This is an optimization exercise on Yosys and OpenROAD, whose aim is small area, not a production implementation. Where RTL was checked, it was by simulation tests only, not by an equivalence proof against the original.

==> run P <==
// arm_pipe_top
module arm_pipe_top (
    input clk,
    input rst_n,
    output [6:0] imem_addr,
    input [31:0] imem_rdata,
    output dmem_we,
    output [6:0] dmem_addr,
    output [31:0] dmem_wdata,
    input [31:0] dmem_rdata,
    output [31:0] status,
    input [3:0] reg_addr,
    output [31:0] reg_output
);
Settings: LEC_CHECK=0, CAP_MARGIN=20, CELL_PAD_IN_SITES_DETAIL_PLACEMENT=2, CELL_PAD_IN_SITES_GLOBAL_PLACEMENT=2, CORE_MARGIN=2, CORE_UTILIZATION=30, PLACE_DENSITY=0.5, SLEW_MARGIN=20; clock period 15.0 ns.
standard.sh (not shown) runs the stock make flow with config.mk's settings and CLKGATE_MAP_FILE= SYNTH_SCRIPT=/design/flow/synth_recipe.tcl, a recipe that flattens the netlist after the stock synthesis.
==> flow/flow/run.sh <==
#!/bin/bash
# The standard layout (standard.sh), with three changes to how it is made:
#  - ABC maps the logic with an area-oriented script (flow/abc.script) instead
#    of the delay-oriented one, without buffering or sizing at synthesis;
#    placement and CTS repair still fix slew, capacitance and timing;
#  - port buffers use the smallest buffer cell;
#  - CTS does not insert dummy loads.
set -euo pipefail
here=$(pwd)
rm -rf "$here/scripts_area"
cp -r "$FLOW_HOME/scripts" "$here/scripts_area"
cp "$here/flow/abc.script" "$here/scripts_area/abc_speed.script"
bash standard.sh SCRIPTS_DIR="$here/scripts_area" \
  BUFFER_PORTS_ARGS="-buffer_cell sky130_fd_sc_hd__buf_1" \
  CTS_ARGS="-sink_clustering_enable -repair_clock_nets -dont_use_dummy_load" \
  finish > "$here/flow_make.log" 2>&1
==> flow/flow/abc.script <==
strash
&get -n
&fraig -x
&put
scorr
dc2
strash
dch -f
dc2
strash
&get -n
&dch -f
&nf -R 2000 -a
&put
==> run H (differences from run P) <==
--- a/flow/config.mk
+++ b/flow/config.mk
@@ -5,10 +5,11 @@
 export SDC_FILE = /design/flow/constraint.sdc
 export NUM_CORES = 4
 export LEC_CHECK = 0
-export CAP_MARGIN = 20
+export CAP_MARGIN = 0
 export CELL_PAD_IN_SITES_DETAIL_PLACEMENT = 2
 export CELL_PAD_IN_SITES_GLOBAL_PLACEMENT = 2
 export CORE_MARGIN = 2
 export CORE_UTILIZATION = 30
+export CTS_BUF_LIST = sky130_fd_sc_hd__clkbuf_8
 export PLACE_DENSITY = 0.5
-export SLEW_MARGIN = 20
+export SLEW_MARGIN = 0
==> results.yml <==
detailed_routing:
  dr_wl_met2_mm: 147.2
  routed_wl_mm: 364.2
outcome:
  outcome: "timing/DRC/antenna clean"
placement:
  dpl_cell_area_sq_um: 50240
finish:
  drive_gt1_frac: 0.1132
  layout.nonclk_buf_frac: 0.05788
sta:
  finalCriticalPeriod_ns: 14.57
setup_path:
  cp.arrival_ns: 15.10
  path_max_fanout: 11
  critical_path_required_ns: 15.53
global_route:
  met1_usage: 0.5623
clock_network:
  worstSkewPairLatency_ns: 0.77
(the above is from run P)
==> results.yml <==
setup_path:
  cp.arrival_ns: 15.05
  critical_path_required_ns: 15.54
  path_max_fanout: 8
global_route:
  met1_usage: 0.5622
finish:
  drive_gt1_frac: 0.1130
run:
  max_cap_violations: 2
sta:
  slew_violations: 24
outcome:
  failed_checks: "max-capacitance violations, max-slew violations"
  outcome: "finished with violations"
(the above is from run H)
Function was not checked in any run of this note: the RTL went through the layout flow alone.

* * *

==> branch quartz: inputs <==
Another version of the RTL of arm_pipe_top (not shown whole).
## arm_pipe_top
module arm_pipe_top (
    input clk,
    input rst_n,
    output [6:0] imem_addr,
    input [31:0] imem_rdata,
    output dmem_we,
    output [6:0] dmem_addr,
    output [31:0] dmem_wdata,
    input [31:0] dmem_rdata,
    output [31:0] status,
    input [3:0] reg_addr,
    output [31:0] reg_output
);
clock: 15.0 ns
lec_check: 0
cap_margin: 20
cell_pad_in_sites_detail_placement: 2
cell_pad_in_sites_global_placement: 2
core_margin: 2
core_utilization: 30
place_density: 0.5
slew_margin: 20
run.sh (not shown) runs the stock make flow with config.mk's settings and CLKGATE_MAP_FILE= SYNTH_SCRIPT=/design/flow/synth_recipe.tcl, a recipe that flattens the netlist after the stock synthesis.
Stock flow here: none of the scripts above is used.
==> branch harbor: changes against branch quartz <==
--- a/flow/design.v
+++ b/flow/design.v
@@ -66,11 +66,12 @@
     reg q1f, q2f;
     reg [31:0] instr_e;                  
     reg nop_e, bv_e;
     reg [6:0] pc_e;
     reg [31:0] instr_m;                  
-    reg nop_m, bv_m, bref;
+    reg pm_selA, pm_selB, pm_sub;        
+    reg v_m, bref;                       
     reg [6:0] pc_m;
     reg ldr_w, ldr_b;                    
     reg [3:0] rt_w, rt_b;
     reg [31:0] A_reg, B_reg;             
     reg [5:0] S_amt;                     
@@ -79,19 +80,18 @@
     reg fN, fZ, fV;                      
     reg [31:0] rf [0:14];
     wire sel_q1 = q1f & ~q2f;
     wire is_empty = ~(q1f | q2f);
     wire [31:0] instr_d = is_empty ? imem_rdata : (sel_q1 ? q1 : q2);
-    wire v_m = (bref == bv_m) & ~nop_m;
     wire [6:0] op_m = v_m ? dec_op(instr_m) : OP_NOP;
     wire [3:0] cond_m = instr_m[31:28];
     wire [3:0] rn_m = instr_m[19:16];
     wire [3:0] rd_m = instr_m[15:12];
     wire [1:0] shop_m = v_m ? instr_m[6:5] : 2'b00;
     wire P_m = instr_m[24], U_m = instr_m[23], W_m = instr_m[21], Sb_m = instr_m[20];
     reg [1:0] sel_pc_m;
-    reg sel_bimm, sel_A, sel_B, sel_pre;
+    reg sel_bimm, sel_pre;
     reg [2:0] alu_op;
     reg en_status;
     reg [1:0] sel_w1;
     reg w_en1, mem_we, is_halt, bref_new;
     wire bc_taken =
@@ -109,23 +109,19 @@
         (cond_m == 4'b1101 && (fZ || (fN != fV))) ||
         (cond_m == 4'b1110);
     always @* begin
         sel_pc_m = 2'b00;
         sel_bimm = 1'b0;
-        sel_A = 1'b0;
-        sel_B = 1'b0;
         alu_op = 3'b000;
         sel_pre = 1'b0;
         en_status = 1'b0;
         sel_w1 = 2'b00;
         w_en1 = 1'b0;
         mem_we = 1'b0;
         is_halt = 1'b0;
         bref_new = bref;
         if (op_m[6] == 1'b0 && op_m[5:4] != 2'b10 && cond_m != 4'b1111) begin
-            sel_A = ~op_m[3];
-            sel_B = ~op_m[4];
             case (op_m[2:0])
                 3'b001, 3'b010: alu_op = 3'b001;
                 3'b011: alu_op = 3'b010;
                 3'b100: alu_op = 3'b011;
                 3'b101: alu_op = 3'b111;
@@ -133,23 +129,20 @@
             endcase
             en_status = Sb_m;
             w_en1 = (op_m[3:0] != 4'b1010);
         end else if (op_m[6:5] == 2'b11 || op_m[6:3] == 4'b1000) begin
             sel_pre = P_m;
-            sel_B = ~op_m[3];
             alu_op = U_m ? 3'b000 : 3'b001;
             en_status = Sb_m;
             if (W_m) sel_w1 = 2'b10;
             w_en1 = W_m;
             mem_we = op_m[4];
         end else if (op_m[6:3] == 4'b1001) begin
             if (bc_taken) begin
                 sel_pc_m = 2'b11;
                 bref_new = ~bref;
             end
-            sel_A = op_m[0];
-            sel_B = ~op_m[0];
             sel_bimm = ~op_m[0];
             if (op_m[1]) begin
                 sel_w1 = 2'b01;
                 w_en1 = 1'b1;
             end
@@ -160,52 +153,80 @@
         end
     end
     wire [31:0] Bs = B_reg;
     wire s_ge32 = S_big | S_amt[5];
     wire s_ror0 = S_big | (S_amt[5] & (S_amt[4:0] != 5'd0));
-    wire signed [31:0] Bsg = B_reg;
-    wire [31:0] asr_out = Bsg >>> S_amt[4:0];
+    wire sh_lsl = (shop_m == 2'b00);
+    wire sh_asr = (shop_m == 2'b10);
+    wire sh_ror = (shop_m == 2'b11);
+    wire [4:0] rot_n = sh_lsl ? (5'd0 - S_amt[4:0]) : S_amt[4:0];
+    wire [31:0] rot0 = rot_n[0] ? {Bs[0], Bs[31:1]} : Bs;
+    wire [31:0] rot1 = rot_n[1] ? {rot0[1:0], rot0[31:2]} : rot0;
+    wire [31:0] rot2 = rot_n[2] ? {rot1[3:0], rot1[31:4]} : rot1;
+    wire [31:0] rot3 = rot_n[3] ? {rot2[7:0], rot2[31:8]} : rot2;
+    wire [31:0] rot4 = rot_n[4] ? {rot3[15:0], rot3[31:16]} : rot3;
+    wire sh_fill = sh_asr & Bs[31];
+    wire sh_big = sh_ror ? s_ror0 : s_ge32;
+    reg [31:0] therm;                    
     reg [31:0] shift_out;
+    integer si;
     always @* begin
-        case (shop_m)
-            2'b00: shift_out = s_ge32 ? 32'd0 : (Bs << S_amt[4:0]);
-            2'b01: shift_out = s_ge32 ? 32'd0 : (Bs >> S_amt[4:0]);
-            2'b10: shift_out = s_ge32 ? {32{Bs[31]}} : asr_out;
-            default: shift_out = s_ror0 ? 32'd0 : ((Bs >> S_amt[4:0]) | (Bs << (6'd32 - {1'b0, S_amt[4:0]})));
-        endcase
+        therm = 32'hffffffff << S_amt[4:0];
+        for (si = 0; si < 32; si = si + 1)
+            shift_out[si] = (~sh_big & (sh_ror | (sh_lsl ? therm[si] : therm[31-si]))) ? rot4[si] : sh_fill;
     end
     wire [31:0] imm_data = sel_bimm ? {{8{instr_m[23]}}, instr_m[23:0]} : {20'd0, instr_m[11:0]};
+    wire sel_A = v_m & pm_selA;
+    wire sel_B = v_m & pm_selB;
     wire [31:0] val_A = sel_A ? 32'd0 : A_reg;
     wire [31:0] val_B = sel_B ? imm_data : shift_out;
+    wire alu_sub = v_m & pm_sub;
+    wire [31:0] add_b = val_B ^ {32{alu_sub}};
+    wire [32:0] add_c;
+    wire [31:0] add_s;
+    assign add_c[0] = alu_sub;
+    genvar ga;
+    generate
+        for (ga = 0; ga < 32; ga = ga + 1) begin : g_add
+            assign add_s[ga] = val_A[ga] ^ add_b[ga] ^ add_c[ga];
+            assign add_c[ga+1] = (val_A[ga] & add_b[ga]) | (add_c[ga] & (val_A[ga] ^ add_b[ga]));
+        end
+    endgenerate
     reg [31:0] alu_out;
     reg alu_v;
     always @* begin
         alu_v = 1'b0;
         case (alu_op)
             3'b000: begin
-                alu_out = val_A + val_B;
-                alu_v = (val_A[31] & val_B[31] & ~alu_out[31]) | (~val_A[31] & ~val_B[31] & alu_out[31]);
+                alu_out = add_s;
+                alu_v = (val_A[31] & val_B[31] & ~add_s[31]) | (~val_A[31] & ~val_B[31] & add_s[31]);
             end
             3'b001: begin
-                alu_out = val_A - val_B;
-                alu_v = val_B[31] & alu_out[31];
+                alu_out = add_s;
+                alu_v = val_B[31] & add_s[31];
             end
             3'b010: alu_out = val_A & val_B;
             3'b011: alu_out = val_A | val_B;
             default: alu_out = val_A ^ val_B;
         endcase
     end
     wire alu_z = (alu_out == 32'd0);
     wire [3:0] w_addr1 = (sel_w1 == 2'b01) ? 4'd14 : (sel_w1 == 2'b10) ? rn_m : rd_m;
-    wire [31:0] w_data1 = (sel_w1 == 2'b01) ? dmem_rdata : alu_out;
-    integer k;
-    always @(posedge clk) begin
-        for (k = 0; k < 15; k = k + 1) begin
-            if (ldr_b && rt_b == k[3:0]) rf[k] <= dmem_rdata;
-            else if (w_en1 && w_addr1 == k[3:0]) rf[k] <= w_data1;
+    wire w1_lr = (sel_w1 == 2'b01);      
+    wire [14:0] wl, ww, wr, wa, wh;
+    genvar gi;
+    generate
+        for (gi = 0; gi < 15; gi = gi + 1) begin : g_rf
+            assign wl[gi] = ldr_b & (rt_b == gi);
+            assign ww[gi] = w_en1 & (w_addr1 == gi);
+            assign wr[gi] = wl[gi] | (ww[gi] & w1_lr);
+            assign wa[gi] = ww[gi] & ~w1_lr & ~wl[gi];
+            assign wh[gi] = ~(wl[gi] | ww[gi]);
+            always @(posedge clk)
+                rf[gi] <= ({32{wr[gi]}} & dmem_rdata) | ({32{wa[gi]}} & alu_out) | ({32{wh[gi]}} & rf[gi]);
         end
-    end
+    endgenerate
     wire [6:0] op_e = nop_e ? OP_NOP : dec_op(instr_e);
     wire [3:0] cond_e = instr_e[31:28];
     wire [3:0] rn_e = instr_e[19:16];
     wire [3:0] rm_e = instr_e[3:0];
     wire [3:0] rs_e = instr_e[11:8];
@@ -261,10 +282,27 @@
             sel_s_in = 2'b11;
             en_S = 1'b1;
             en_B = op_e[0];
         end
     end
+    reg pe_selA, pe_selB, pe_sub;
+    always @* begin
+        pe_selA = 1'b0;
+        pe_selB = 1'b0;
+        pe_sub = 1'b0;
+        if (op_e[6] == 1'b0 && op_e[5:4] != 2'b10 && cond_e != 4'b1111) begin
+            pe_selA = ~op_e[3];
+            pe_selB = ~op_e[4];
+            pe_sub = (op_e[2:0] == 3'b001) || (op_e[2:0] == 3'b010);
+        end else if (op_e[6:5] == 2'b11 || op_e[6:3] == 4'b1000) begin
+            pe_selB = ~op_e[3];
+            pe_sub = ~instr_e[23];
+        end else if (op_e[6:3] == 4'b1001) begin
+            pe_selA = op_e[0];
+            pe_selB = ~op_e[0];
+        end
+    end
     wire is_str_e = (op_e[6:5] == 2'b11) && op_e[4];
     wire [3:0] s_addr = is_str_e ? rd_e : rs_e;
     wire [31:0] A_data = (rn_e == 4'd15) ? 32'd0 : rf[rn_e];
     wire [31:0] B_data = (rm_e == 4'd15) ? 32'd0 : rf[rm_e];
     wire [31:0] S_data = (s_addr == 4'd15) ? 32'd0 : rf[s_addr];
@@ -287,13 +325,17 @@
             2'b10: S_in = dmem_rdata;
             default: S_in = 32'd0;
         endcase
     end
     wire [31:0] shift_amt = sel_shift ? S_in : {27'd0, imm5_e};
-    wire [31:0] SD_next = (s_addr == 4'd15) ? 32'd0 :
-                          (ldr_b && rt_b == s_addr) ? dmem_rdata :
-                          (w_en1 && w_addr1 == s_addr) ? w_data1 : S_data;
+    wire sd_l = ldr_b && (rt_b == s_addr);
+    wire sd_w = w_en1 && (w_addr1 == s_addr);
+    wire sd_ok = (s_addr != 4'd15);
+    wire sd_r = sd_ok & (sd_l | (sd_w & w1_lr));
+    wire sd_a = sd_ok & sd_w & ~w1_lr & ~sd_l;
+    wire sd_h = ~(sd_l | sd_w);
+    wire [31:0] SD_next = ({32{sd_r}} & dmem_rdata) | ({32{sd_a}} & alu_out) | ({32{sd_h}} & S_data);
     always @(posedge clk) begin
         if (en_A) A_reg <= A_in;
         if (en_B) B_reg <= B_in;
         if (en_S) begin
             S_amt <= shift_amt[5:0];
@@ -304,10 +346,13 @@
             fN <= alu_out[31];
             fZ <= alu_z;
             fV <= alu_v;
         end
         rt_w <= rd_m;
+        pm_selA <= pe_selA;
+        pm_selB <= pe_selB;
+        pm_sub <= pe_sub;
         rt_b <= rt_w;
     end
     wire load_pc = ~st_stop & ~stall;
     wire [1:0] sel_pc = st_run ? sel_pc_m : 2'b01;
     wire [6:0] start_pc = is_halt ? pc_m : 7'd0;
@@ -330,14 +375,11 @@
             pc_fw <= 7'd0;
             q1f <= 1'b0;
             q2f <= 1'b0;
             nop_e <= 1'b1;
             bv_e <= 1'b0;
-            pc_e <= 7'd0;
-            nop_m <= 1'b1;
-            bv_m <= 1'b0;
-            pc_m <= 7'd0;
+            v_m <= 1'b0;
             bref <= 1'b0;
             ldr_w <= 1'b0;
             ldr_b <= 1'b0;
         end else begin
             st_run <= 1'b1;
@@ -350,24 +392,23 @@
             q2f <= q1f & (~load_pc | ~sel_q1);
             if (~stall) begin
                 nop_e <= 1'b0;
                 bv_e <= bv_fw;
             end
-            pc_e <= pc_fw;
-            nop_m <= stall | nop_e;
-            bv_m <= bv_e;
-            pc_m <= pc_e;
+            v_m <= (bref_new == bv_e) & ~stall & ~nop_e;
             bref <= bref_new;
             ldr_w <= ldr_m;
             ldr_b <= ldr_w;
         end
     end
     always @(posedge clk) begin
         q1 <= imem_rdata;
         q2 <= q1;
         if (~stall) instr_e <= instr_d;
         instr_m <= instr_e;
+        pc_e <= pc_fw;
+        pc_m <= pc_e;
     end
     assign imem_addr = pc;
     assign dmem_we = mem_we;
     assign dmem_addr = sel_pre ? val_A[6:0] : alu_out[6:0];
     assign dmem_wdata = SD;
==> flow/flow/run.sh (new file) <==
#!/bin/bash
# The standard layout (standard.sh), with these changes to how it is made:
#  - ABC maps the logic with an area-oriented script (flow/abc.script) instead
#    of the delay-oriented one, without buffering or sizing at synthesis;
#    placement, CTS and global-route repair still fix slew, capacitance and timing;
#  - port buffers use the smallest buffer cell (every port is still buffered);
#  - CTS uses clkbuf_8 with small sink clusters and inserts no dummy loads.
set -euo pipefail
here=$(pwd)
rm -rf "$here/scripts_area"
cp -r "$FLOW_HOME/scripts" "$here/scripts_area"
cp "$here/flow/abc.script" "$here/scripts_area/abc_speed.script"
bash standard.sh SCRIPTS_DIR="$here/scripts_area" \
  BUFFER_PORTS_ARGS="-buffer_cell sky130_fd_sc_hd__buf_1" \
  CTS_ARGS="-sink_clustering_enable -repair_clock_nets -dont_use_dummy_load -buf_list sky130_fd_sc_hd__clkbuf_8 -sink_clustering_size 16 -sink_clustering_max_diameter 50" \
  finish > "$here/flow_make.log" 2>&1
==> flow/flow/abc.script (new file) <==
strash
&get -n
&fraig -x
&put
scorr
dc2
strash
dch -f
dc2
strash
&get -n
&synch2
&nf -R 2000
&put
strash
&get -n
&synch2
&nf -R 2000
&put
strash
&get -n
&synch2
&nf -R 2000
&put
==> flow/standard.sh (new file) <==
#!/bin/bash
# synth_recipe.tcl (not shown) runs the flow's synth.tcl, then flattens the netlist and writes it again
# the make line also repeats each setting of config.mk as NAME=value (left out here)
make -C /OpenROAD-flow-scripts/flow DESIGN_CONFIG=/design/flow/config.mk WORK_HOME=/design/flow/orfs CLKGATE_MAP_FILE= SYNTH_SCRIPT=/design/flow/synth_recipe.tcl "${@:-finish}"
--- a/flow/config.mk
+++ b/flow/config.mk
@@ -7,8 +7,8 @@
 export LEC_CHECK = 0
 export CAP_MARGIN = 20
 export CELL_PAD_IN_SITES_DETAIL_PLACEMENT = 2
 export CELL_PAD_IN_SITES_GLOBAL_PLACEMENT = 2
 export CORE_MARGIN = 2
-export CORE_UTILIZATION = 30
+export CORE_UTILIZATION = 33
 export PLACE_DENSITY = 0.5
 export SLEW_MARGIN = 20
removed: flow/run.sh
==> summary.txt <==
item	branch harbor	branch quartz
Run status	complete, no violations	complete, no violations
Placer's final routability congestion estimate	0.964	0.950
Reg-to-reg critical path startpoint	S_amt[0]	instr_m[26]
Slowest stage cell, crit path	edfxtp_1	o31ai_1
Clock buffer count in the final layout	108	124
Number of signal-net buffers in the layout	415	454
Post-synthesis sequential area ratio	0.392	0.390
Signal buf overhead	0.0518	0.0598
Count of TritonRoute iterations in the first routing pass	13	10
Ant. Diodes	32	9
Worst hold path endpoint	q2[14]	pc_e[2]
Initial core utilization	0.333	0.302
Pin slew with the least headroom to its limit	1.38 ns	1.33 ns
Number of gates on the worst path with buffers counted	55	20
Number of global-route vias before repair	54084	61634
Area of the mapped netlist	42600 sq um	55300 sq um

[what the ideal ports hide]
In the flow no input, the clock included, has a driving cell. The finished layouts below were timed again as built, in two steps.
Step 1, drivers: a clkbuf_16 drives clk and a buf_2 each remaining input, both assumed.
Step 2, shift: input delay + t, output delay - t, t = (earliest + latest rising clock arrival at the registers) / 2. This alone moves slack from input paths to output paths.
Slacks: no drivers / after step 1 / after step 2; pairs: no drivers / after step 1.
| run | t, ns | slack for setup (ns) | cell pins on the clock port's net |
|---|---|---|---|
| run P | 0.797 | 0.429 / 0.429 / 0.429 | 1 |
| run H | 0.798 | 0.498 / 0.498 / 0.498 | 1 |
| branch quartz | 0.842 | 3.678 / 3.589 / 4.431 | 1 |
| branch harbor | 0.940 | 0.419 / 0.419 / 0.419 | 1 |
